From an optimization exercise on the open Yosys and OpenROAD flow, aimed at small area and a short achievable clock period; shortcuts taken in it are not production practice. Only simulation tests tie the RTL to the original design; equivalence was not proved. Power is estimated from default activity; no workload was simulated.

## alu_stage
module alu_stage(clk, a, b, imm, alu_src, alu_ctl, result, zero);
For scale: about 1,800 cells after synthesis, ~150 flip-flops, roughly 16,000 um^2 of cells after synthesis.
export LEC_CHECK = 0
export ABC_AREA = 1
export CAP_MARGIN = 20
export CORE_MARGIN = 2
export CORE_UTILIZATION = 40
export SLEW_MARGIN = 70
export SYNTH_HIERARCHICAL = 1
export SYNTH_MINIMUM_KEEP_SIZE = 0
create_clock -name core_clock -period 15.0 [get_ports {clk}]
standard.sh (not shown) runs the stock make flow with config.mk's settings and CLKGATE_MAP_FILE= SYNTH_SCRIPT=/design/flow/synth_recipe.tcl, a recipe that flattens the netlist after the stock synthesis.
==> flow/flow/run.sh <==
#!/bin/bash
# Layout flow: the standard flow (the standard.sh), except that
#  - the arithmetic primitive modules (full/half adders, Booth selectors) are
#    synthesized as the library cells given in flow/cells.v (the rest of the
#    design goes through the standard synthesis unchanged), each module kept
#    whole until the final flatten;
#  - ports are buffered with buf_4 cells;
#  - flip-flops driving many pins are upsized before the placement repair.
set -euo pipefail
python3 flow/map.py design.v flow/cells.v design_mapped.v > map.log 2>&1
bash standard.sh VERILOG_FILES="$PWD/design_mapped.v" \
  BUFFER_PORTS_ARGS="-buffer_cell sky130_fd_sc_hd__buf_4" \
  PRE_RESIZE_TCL="$PWD/flow/pre_resize.tcl" finish > standard.log 2>&1
Other scripts of this flow, unchanged in this note and not shown: flow/flow/cells.v, flow/flow/map.py, flow/flow/pre_resize.tcl
Rerun with:
--- a/flow/flow/run.sh
+++ b/flow/flow/run.sh
@@ -7 +7 @@
-#  - ports are buffered with buf_4 cells;
+#  - ports are buffered with buf_2 cells;
@@ -12 +12 @@
-  BUFFER_PORTS_ARGS="-buffer_cell sky130_fd_sc_hd__buf_4" \
+  BUFFER_PORTS_ARGS="-buffer_cell sky130_fd_sc_hd__buf_2" \
CTS_BUF_LIST = sky130_fd_sc_hd__clkbuf_8   (was unset)
What happened: Power falls by a few percent; area after synthesis does not change; maximum frequency decreases slightly; cell area came out lower by a few percent; utilization came out lower by 1.1 points; setup slack is worse by 0.053 ns; global-route usage falls by 0.20 points; wire length drops slightly; clock-buffer cell count went down by 2; non-clock buffer count stays the same; hold slack improves by 0.051 ns.

Setup of job 6125:
alu_stage, a different RTL version from the one above (not shown whole).
## alu_stage
module alu_stage(clk, a, b, imm, alu_src, alu_ctl, result, zero);
==> flow/config.mk <==
export PLATFORM = sky130hd
export DESIGN_NAME = alu_stage
export DESIGN_NICKNAME = alu_stage
export VERILOG_FILES = /design/flow/design.v
export SDC_FILE = /design/flow/constraint.sdc
export NUM_CORES = 4
export LEC_CHECK = 0
export ABC_AREA = 1
export CAP_MARGIN = 20
export CORE_MARGIN = 2
export CORE_UTILIZATION = 40
export SLEW_MARGIN = 70
export SYNTH_HIERARCHICAL = 1
export SYNTH_MINIMUM_KEEP_SIZE = 0
==> flow/constraint.sdc <==
create_clock -name core_clock -period 15.0 [get_ports {clk}]
set_input_delay 3.0000 -clock core_clock [delete_from_list [all_inputs] [get_ports {clk}]]
set_output_delay 3.0000 -clock core_clock [all_outputs]
set_load 0.01 [all_outputs]
==> flow/flow/run.sh <==
#!/bin/bash
# The standard layout with faster port buffers and gain-based buffering of
# high-fanout nets before the placement repair.
set -euo pipefail
bash standard.sh BUFFER_PORTS_ARGS="-buffer_cell sky130_fd_sc_hd__buf_4" PRE_RESIZE_TCL="$PWD/flow/pre_resize.tcl" finish > standard.log 2>&1
==> flow/flow/pre_resize.tcl <==
# Gain-based buffering of high-fanout nets.
repair_design -buffer_gain 4.0 -verbose
Input changes introduced in job 7208 (baseline for comparison: job 6125):
==> flow/flow/run.sh <==
#!/bin/bash
# The standard layout, with faster port buffers than the default choice.
set -euo pipefail
bash standard.sh BUFFER_PORTS_ARGS="-buffer_cell sky130_fd_sc_hd__buf_4" finish > standard.log 2>&1
removed: flow/flow/pre_resize.tcl
- In job 7208 the part of the cycle the worst path needs turned out 0.62 points lower than in job 6125.
- Job 6125 has lower sequential share of layout area than job 7208.
- Per the comparison of job 7208 with job 6125, area of all placed cells without fillers fell by 1200 µm²; via count fell by about 3.5%.
- Relative to job 6125, the first-pass GRT wire length measured on job 7208 has decreased by a few percent.
- For the maximum operating frequency, job 7208 came in 1.7% higher than job 6125 did.
- Against job 6125 as the reference, job 7208 delivers a lower area overhead of the layout relative to synthesis.
- Headroom to the max-slew limit: higher on job 6125
Input changes introduced in job 6899 (baseline for comparison: job 7208):
- SLEW_MARGIN now 20, was 70
==> flow/run.sh (new file) <==
#!/bin/bash
# synth_recipe.tcl (not shown) runs the flow's synth.tcl, then flattens the netlist and writes it again
# the make line also repeats each setting of config.mk as NAME=value (left out here)
make -C /OpenROAD-flow-scripts/flow DESIGN_CONFIG=/design/flow/config.mk WORK_HOME=/design/flow/orfs CLKGATE_MAP_FILE= SYNTH_SCRIPT=/design/flow/synth_recipe.tcl finish
removed: flow/flow/run.sh
removed: flow/standard.sh
Results
Sort job 7208 and job 6899 by overall power of the completed layout, ascending, and job 7208 comes first.
NOTE: final critical delay including setup and external delays in job 6899 exceeds that of job 7208
Per the comparison of job 6899 with job 7208, buffer share of cell area increased 1.1 points, largest fanout on the critical path climbed 30, signed area change from the synthesized netlist to the final layout increased by 0.63 points relative to the old numbers.
Job 6899 does worse than job 7208 on worst setup slack.
Utilization came out higher on job 6899 than on job 7208.
Comparing job 6899 against job 7208, there is no change at all in number of instances resized during post-cts repair.
For register share of the cell area, job 7208 and job 6899 come out practically identical.
Compared to job 7208, the router laid down less metal wire for job 6899.
Compared to job 7208, job 6899 has post-route clock period utilization 3.5 points higher.
> inputs changed (job 6899 -> job 4807)
- SLEW_MARGIN now 70, was 20
Results
- For register share of the cell area, job 4807 and job 6899 come out practically identical.
- Looking only at switching power share of the total, and setting everything else aside, the lower value of job 6899 and job 4807 goes to job 4807.
- Going from job 6899 to job 4807, post-route worst hold slack moved down; portion of the clock cycle consumed by the worst path in the final layout went down; final cell area excluding filler cells rose about 1%.
- Between job 4807 and job 6899, the final instance count without filler cells figures differ only marginally.
- | non-clock buffer contribution to total cell area | job 4807 vs job 6899 | 0.31 points higher |
- Multi-input gate share of total cell area, job 6899 and job 4807: higher on job 6899
- Compared with job 6899, job 4807 shows clock share of power higher by 0.8 points.
Edits applied to the flow inputs when going from job 4807 to job 7725:
==> flow/flow/run.sh (new file) <==
#!/bin/bash
# The standard layout with faster port buffers and early gate sizing by load.
set -euo pipefail
bash standard.sh BUFFER_PORTS_ARGS="-buffer_cell sky130_fd_sc_hd__buf_4" EARLY_SIZING_CAP_RATIO=4 finish > standard.log 2>&1
==> flow/standard.sh (new file) <==
#!/bin/bash
# synth_recipe.tcl (not shown) runs the flow's synth.tcl, then flattens the netlist and writes it again
# the make line also repeats each setting of config.mk as NAME=value (left out here)
make -C /OpenROAD-flow-scripts/flow DESIGN_CONFIG=/design/flow/config.mk WORK_HOME=/design/flow/orfs CLKGATE_MAP_FILE= SYNTH_SCRIPT=/design/flow/synth_recipe.tcl "${@:-finish}"
removed: flow/run.sh
## What came out
Final worst-path setup slack improves in job 7725 relative to job 4807.
| area of all sequential standard cells | job 7725 vs job 4807 | ≈ equal |
Combinational share of power in job 7725 vs job 4807: down 0.3 points
Relative to job 4807, job 7725 degrades switching component of the power.
Post-synthesis to final-layout area growth was higher in job 4807 than in job 7725.
First-pass GRT wire length deteriorates in job 7725 relative to job 4807.
When job 7725 is measured against job 4807, its worst slew slack as a fraction of its limit turns out 0.39 points lower.

separate check: timing with driven ports:
How much do the figures lean on ideal ports? The routed layouts below were timed once more, with nothing changed but the port constraints.
Step 1, drivers: a clkbuf_16 drives clk and a buf_2 each remaining input, both assumed.
Step 2 also shifts input and output timing later by t, the mid clock arrival at the registers, as if the neighbouring blocks saw the same clock.
Slacks: no drivers / after step 1 / after step 2; pairs: no drivers / after step 1.
run | t, ns | setup slack, ns | worst register clock-pin slew, ns | pins driven straight from the clock port
the first run of note 1 | 0.514 | 10.027 / 9.974 / 10.178 | 0.08 / 0.08 | 1
the second run of note 1 | 0.556 | 9.974 / 9.927 / 10.218 | 0.11 / 0.11 | 1
job 6125 | 0.508 | 9.577 / 9.526 / 9.829 | 0.10 / 0.10 | 1
job 7208 | 0.501 | 9.670 / 9.621 / 9.905 | 0.09 / 0.09 | 1
job 6899 | 0.512 | 9.141 / 9.175 / 8.663 | 0.09 / 0.09 | 1
job 4807 | 0.506 | 9.238 / 9.187 / 9.693 | 0.08 / 0.08 | 1
job 7725 | 0.501 | 9.670 / 9.621 / 9.905 | 0.09 / 0.09 | 1
After both steps every run listed still meets setup and hold. For job 6899, which loses most, drivers alone change the setup slack by +0.034 ns; drivers and shift together by -0.478 ns.
